What follows belongs to an exercise in optimizing a design on an open flow for small area, a short achievable clock period and few clock cycles; a production flow would make more cautious choices. Where RTL was checked, it was by simulation tests only, not by an equivalence proof against the original. No activity file was given, so power comes from the tool's default toggle rates.

== before ==
==> module conv_engine_array, before the edit <==
module conv_engine_array #(
    parameter int ROWS    = 4,
    parameter int COLS    = 4,
    parameter int SCALE_Q = 16
) (
    input  logic        clk,
    input  logic        rst_n,
    input  logic        start,
    input  logic [10:0] c_in,
    input  logic [10:0] c_out,
    input  logic [3:0]  kernel_size,
    output logic [12:0] patch_rd_addr,
    input  logic [COLS*8-1:0] patch_rd_data_wide,
    output logic [21:0] weight_rd_addr,
    input  logic [COLS*8-1:0] weight_rd_data_wide,
    output logic [8:0]  bias_rd_ch,
    input  logic signed [31:0] bias_rd_data,
    input  logic [15:0] scale,
    input  logic        skip_relu,
    output logic        out_valid,
    output logic [8:0]  out_ch_base,
    output logic [5:0]  out_count,
    output wire  [ROWS*8-1:0] out_data_flat,
    output wire  [ROWS*32-1:0] out_int32_flat,
    output logic        done
);
    logic [8:0]  cin_q;
    logic        k3_q;
    logic [8:0]  coutm1_q;       
    logic [10:0] lastq_q;        
    wire  [1:0]  rlast = cin_q[1:0] - 2'd1;
    wire  [13:0] nm1 = (k3_q ? ({cin_q, 3'b000} + {5'd0, cin_q}) : {5'd0, cin_q}) - 14'd1;
    always_ff @(posedge clk) begin
        cin_q    <= c_in[8:0];
        k3_q     <= (kernel_size == 4'd3);
        coutm1_q <= c_out[8:0] - 9'd1;
        lastq_q  <= nm1[12:2];
    end
    logic        run;
    logic [10:0] pos;            
    logic [8:0]  och;            
    logic [21:0] waddr;
    logic [2:0]  gcnt;           
    logic        first_cyc;      
    wire f_last   = first_cyc ? (~k3_q & (cin_q <= 9'd4)) : (pos == lastq_q);
    wire f_lastch = (och == coutm1_q);
    wire f_space  = (och[1:0] == 2'd0 && och != 9'd0) ? (gcnt == 3'd5) : (gcnt >= 3'd3);
    wire f_go     = run & (~f_last | f_space);    
    assign weight_rd_addr = waddr;
    assign patch_rd_addr  = {pos, 2'b00};
    always_ff @(posedge clk or negedge rst_n) begin
        if (!rst_n) begin
            run       <= 1'b0;
            first_cyc <= 1'b0;
        end else begin
            first_cyc <= start;
            if (start)
                run <= 1'b1;
            else if (f_go && f_last && f_lastch)
                run <= 1'b0;
        end
    end
    always_ff @(posedge clk) begin
        if (start) begin
            pos   <= 11'd0;
            och   <= 9'd0;
            waddr <= 22'd0;
            gcnt  <= 3'd0;
        end else if (f_go) begin
            if (f_last) begin
                pos   <= 11'd0;
                och   <= och + 9'd1;
                waddr <= waddr + {19'd0, {1'b0, rlast} + 3'd1};
                gcnt  <= 3'd0;
            end else begin
                pos   <= pos + 11'd1;
                waddr <= waddr + 22'd4;
                if (gcnt != 3'd5) gcnt <= gcnt + 3'd1;
            end
        end else if (gcnt != 3'd5) begin
            gcnt <= gcnt + 3'd1;
        end
    end
    logic        d_v, d_first, d_last;
    logic [31:0] d_w;
    logic [15:0] d_one, d_two, d_neg;    
    wire  [31:0] a_m;
    wire  [15:0] e_one, e_two, e_neg;
    genvar gj;
    generate
        for (gj = 0; gj < 4; gj++) begin : g_am
            assign a_m[gj*8 +: 8] = (f_go && (!f_last || gj <= rlast)) ?
                                    patch_rd_data_wide[gj*8 +: 8] : 8'd0;
        end
    endgenerate
    booth_enc4 u_enc (.a(a_m), .one(e_one), .two(e_two), .neg(e_neg));
    always_ff @(posedge clk or negedge rst_n) begin
        if (!rst_n) d_v <= 1'b0;
        else        d_v <= f_go;
    end
    always_ff @(posedge clk) begin
        d_first <= f_go & (pos == 11'd0);
        d_last  <= f_last;
        d_w     <= weight_rd_data_wide;
        d_one   <= e_one;
        d_two   <= e_two;
        d_neg   <= e_neg;
    end
    logic        s_v, s_first, s_last;
    logic [17:0] s_s, s_c;
    logic [8:0]  dch;            
    logic [31:0] bias_q;
    wire  [17:0] dot_s, dot_c;
    mac_array_32x32 u_dot (.w(d_w), .one(d_one), .two(d_two), .neg(d_neg), .s(dot_s), .c(dot_c));
    assign bias_rd_ch = dch;
    always_ff @(posedge clk or negedge rst_n) begin
        if (!rst_n) s_v <= 1'b0;
        else        s_v <= d_v;
    end
    always_ff @(posedge clk) begin
        dch     <= och;
        s_first <= d_first;
        s_last  <= d_last;
        s_s     <= dot_s;
        s_c     <= dot_c;
        bias_q  <= bias_rd_data;
    end
    logic        a_v;
    logic signed [31:0] acc;
    wire  [14:0] corr = s_first ? {4'hf, ~lastq_q} : 15'd0;
    always_ff @(posedge clk or negedge rst_n) begin
        if (!rst_n) a_v <= 1'b0;
        else        a_v <= s_v & s_last;
    end
    always_ff @(posedge clk) begin
        acc <= (s_first ? bias_q : acc) + {corr, s_s[16:0] & {17{s_v}}} + {14'd0, s_c & {18{s_v}}};
    end
    logic        r_end;
    logic signed [31:0] r;
    logic [4:0]  qs;             
    always_ff @(posedge clk or negedge rst_n) begin
        if (!rst_n) qs <= 4'd0;
        else        qs <= {qs[3:0], a_v};
    end
    always_ff @(posedge clk) begin
        if (a_v) begin
            r_end  <= ~run;
            r      <= (skip_relu || !acc[31]) ? acc : ((acc >>> 3) - (acc >>> 5));
        end
    end
    wire signed [7:0] q;
    logic [3:0]  dig;            
    always_ff @(posedge clk)
        dig <= a_v   ? scale[3:0]   :
               qs[0] ? scale[7:4]   :
               qs[1] ? scale[11:8]  : scale[15:12];
    post_process_array u_q (.clk(clk), .qs(qs[3:0]), .dig(dig), .r(r), .snz(|scale), .q(q));
    logic [7:0]  o8  [0:ROWS-1];
    logic [31:0] o32 [0:ROWS-2];     
    logic [6:0]  tile;
    logic        q_end;
    logic [1:0]  qlane;          
    always_ff @(posedge clk or negedge rst_n) begin
        if (!rst_n) begin
            out_valid <= 1'b0;
            done      <= 1'b0;
        end else begin
            out_valid <= qs[4] & (q_end | (qlane == 2'd3));
            done      <= qs[4] & q_end;
        end
    end
    always_ff @(posedge clk) begin
        if (start)
            qlane <= 2'd0;
        else if (qs[4])
            qlane <= qlane + 2'd1;
        if (start)
            tile <= 7'd0;
        else if (out_valid)
            tile <= tile + 7'd1;
        if (qs[3]) begin
            q_end  <= r_end;
        end
        out_count <= q_end ? {3'd0, {1'b0, coutm1_q[1:0]} + 3'd1} : 6'd4;
        for (int l = 0; l < ROWS; l++) begin
            if (l < ROWS-1 && qs[3] && qlane == l[1:0]) o32[l] <= r;
            if (l < ROWS-1 && qs[4] && qlane == l[1:0]) o8[l]  <= q;
        end
        o8[ROWS-1] <= q;         
    end
    assign out_ch_base = {tile, 2'b00};
    genvar gl;
    generate
        for (gl = 0; gl < ROWS; gl++) begin : g_out
            assign out_data_flat[gl*8 +: 8]   = o8[gl];
            if (gl < ROWS-1) begin : g_o32
                assign out_int32_flat[gl*32 +: 32] = o32[gl];
            end else begin : g_r
                assign out_int32_flat[gl*32 +: 32] = r;
            end
        end
    endgenerate
endmodule
Settings: LEC_CHECK=0, CAP_MARGIN=20, CORE_MARGIN=2, CORE_UTILIZATION=35, PLACE_DENSITY=0.6, SLEW_MARGIN=20; clock period 13.5 ns.
standard.sh (not shown) runs the stock make flow with config.mk's settings and CLKGATE_MAP_FILE= SYNTH_SCRIPT=/design/flow/synth_recipe.tcl, a recipe that flattens the netlist after the stock synthesis.
==> flow/flow/run.sh <==
#!/bin/bash
# The standard layout (standard.sh: unchanged synthesis, floorplan, place,
# CTS, route) with these changes to how it is made:
#  - repair_timing is asked for extra setup slack, so that the achieved period
#    is pushed below the constraint;
#  - the port buffers that buffer_ports inserts are plain buffers (buf_1,
#    which repair may upsize) rather than the delay cells it picks by default;
#  - CTS inserts no dummy load cells and clusters up to 30 sinks per leaf buffer.
set -euo pipefail
bash standard.sh SETUP_SLACK_MARGIN=9.5 \
  "BUFFER_PORTS_ARGS=-buffer_cell sky130_fd_sc_hd__buf_1" \
  "CTS_ARGS=-sink_clustering_enable -repair_clock_nets -dont_use_dummy_load -sink_clustering_size 30 -sink_clustering_max_diameter 80" \
  finish > standard_flow.log 2>&1
diff inputs: before => after
--- a/flow/design.v
+++ b/flow/design.v
@@ -852,19 +852,20 @@
     output logic        done
 );
     logic [8:0]  cin_q;
     logic        k3_q;
     logic [8:0]  coutm1_q;       
     logic [10:0] lastq_q;        
-    wire  [1:0]  rlast = cin_q[1:0] - 2'd1;
+    logic [1:0]  rlast_q;        
     wire  [13:0] nm1 = (k3_q ? ({cin_q, 3'b000} + {5'd0, cin_q}) : {5'd0, cin_q}) - 14'd1;
     always_ff @(posedge clk) begin
         cin_q    <= c_in[8:0];
         k3_q     <= (kernel_size == 4'd3);
         coutm1_q <= c_out[8:0] - 9'd1;
         lastq_q  <= nm1[12:2];
+        rlast_q  <= nm1[1:0];
     end
     logic        run;
     logic [10:0] pos;            
     logic [8:0]  och;            
     logic [21:0] waddr;
     logic [2:0]  gcnt;           
@@ -894,49 +895,50 @@
             waddr <= 22'd0;
             gcnt  <= 3'd0;
         end else if (f_go) begin
             if (f_last) begin
                 pos   <= 11'd0;
                 och   <= och + 9'd1;
-                waddr <= waddr + {19'd0, {1'b0, rlast} + 3'd1};
+                waddr <= waddr + {19'd0, {1'b0, rlast_q} + 3'd1};
                 gcnt  <= 3'd0;
             end else begin
                 pos   <= pos + 11'd1;
                 waddr <= waddr + 22'd4;
                 if (gcnt != 3'd5) gcnt <= gcnt + 3'd1;
             end
         end else if (gcnt != 3'd5) begin
             gcnt <= gcnt + 3'd1;
         end
     end
-    logic        d_v, d_first, d_last;
+    logic        d_v, d_first, d_last, d_end;
     logic [31:0] d_w;
     logic [15:0] d_one, d_two, d_neg;    
     wire  [31:0] a_m;
     wire  [15:0] e_one, e_two, e_neg;
     genvar gj;
     generate
         for (gj = 0; gj < 4; gj++) begin : g_am
-            assign a_m[gj*8 +: 8] = (f_go && (!f_last || gj <= rlast)) ?
+            assign a_m[gj*8 +: 8] = (f_go && (!f_last || gj <= rlast_q)) ?
                                     patch_rd_data_wide[gj*8 +: 8] : 8'd0;
         end
     endgenerate
     booth_enc4 u_enc (.a(a_m), .one(e_one), .two(e_two), .neg(e_neg));
     always_ff @(posedge clk or negedge rst_n) begin
         if (!rst_n) d_v <= 1'b0;
         else        d_v <= f_go;
     end
     always_ff @(posedge clk) begin
         d_first <= f_go & (pos == 11'd0);
         d_last  <= f_last;
+        d_end   <= f_last & f_lastch;
         d_w     <= weight_rd_data_wide;
         d_one   <= e_one;
         d_two   <= e_two;
         d_neg   <= e_neg;
     end
-    logic        s_v, s_first, s_last;
+    logic        s_v, s_first, s_last, s_end;
     logic [17:0] s_s, s_c;
     logic [8:0]  dch;            
     logic [31:0] bias_q;
     wire  [17:0] dot_s, dot_c;
     mac_array_32x32 u_dot (.w(d_w), .one(d_one), .two(d_two), .neg(d_neg), .s(dot_s), .c(dot_c));
     assign bias_rd_ch = dch;
@@ -945,36 +947,38 @@
         else        s_v <= d_v;
     end
     always_ff @(posedge clk) begin
         dch     <= och;
         s_first <= d_first;
         s_last  <= d_last;
+        s_end   <= d_end;
         s_s     <= dot_s;
         s_c     <= dot_c;
         bias_q  <= bias_rd_data;
     end
-    logic        a_v;
+    logic        a_v, a_end;
     logic signed [31:0] acc;
     wire  [14:0] corr = s_first ? {4'hf, ~lastq_q} : 15'd0;
     always_ff @(posedge clk or negedge rst_n) begin
         if (!rst_n) a_v <= 1'b0;
         else        a_v <= s_v & s_last;
     end
     always_ff @(posedge clk) begin
+        a_end  <= s_end;
         acc <= (s_first ? bias_q : acc) + {corr, s_s[16:0] & {17{s_v}}} + {14'd0, s_c & {18{s_v}}};
     end
     logic        r_end;
     logic signed [31:0] r;
     logic [4:0]  qs;             
     always_ff @(posedge clk or negedge rst_n) begin
         if (!rst_n) qs <= 4'd0;
         else        qs <= {qs[3:0], a_v};
     end
     always_ff @(posedge clk) begin
         if (a_v) begin
-            r_end  <= ~run;
+            r_end  <= a_end;
             r      <= (skip_relu || !acc[31]) ? acc : ((acc >>> 3) - (acc >>> 5));
         end
     end
     wire signed [7:0] q;
     logic [3:0]  dig;            
     always_ff @(posedge clk)
==> run notes <==
- The final layouts of after and before pass the timing, design-rule and antenna checks.
- Re via count of the routed design: after and before aren't equal, and the lower value belongs to after.
- after against before: total power went down by 2.0%; first-pass GRT wire length went down 1.5%; internal reg-to-reg setup slack shows a reduction of 0.03 ns; number of well-tap cells placed went down.
- Compared with before, after shows a inverter count that is about 1% lower.
- Compared with before, after shows flip-flop and latch count higher by 5.
- before -> after: area after synthesis decreased slightly
- Compared after against before; global-route usage over all layers within noise.
- after ended up with a lower design internal power than before did.
- When after is set beside before, its worst setup slack before clock tree synthesis turns out to be 0.016 ns larger.
- STATUS post-route clock skew: after wins against before
- As of after, cell count after placement had fallen by a few percent compared to before.
Testbench counts of after, summed over its fixed seeds: cycles 14,476.
Only the layout flow was run in before; the RTL was not checked for function there.

separate check: timing with driven ports:
No port has a modelled driver above. Below, the same layouts with a new extraction and two added sets of constraints. Step 1, drivers: a clkbuf_16 drives clk and a buf_2 each remaining input, both assumed. Step 2 also shifts input and output timing later by t, the mid clock arrival at the registers, as if the neighbouring blocks saw the same clock. Three values: ideal, step 1, step 2; two values: the first two.
run | t (ns) | setup WS [ns] | hold WS [ns] | worst register clock-pin slew, ns | worst slew at a driven data input, ns
before | 0.613 | 9.475 / 9.415 / 9.288 | 0.333 / 0.333 / 0.333 | 0.11 / 0.11 | 0.14
after | 0.609 | 9.506 / 9.444 / 9.348 | 0.295 / 0.295 / 0.295 | 0.10 / 0.10 | 0.10
After both steps every run listed still meets setup and hold. The setup slack of before, which loses most, moves by -0.060 ns with the drivers and by -0.187 ns with both steps.
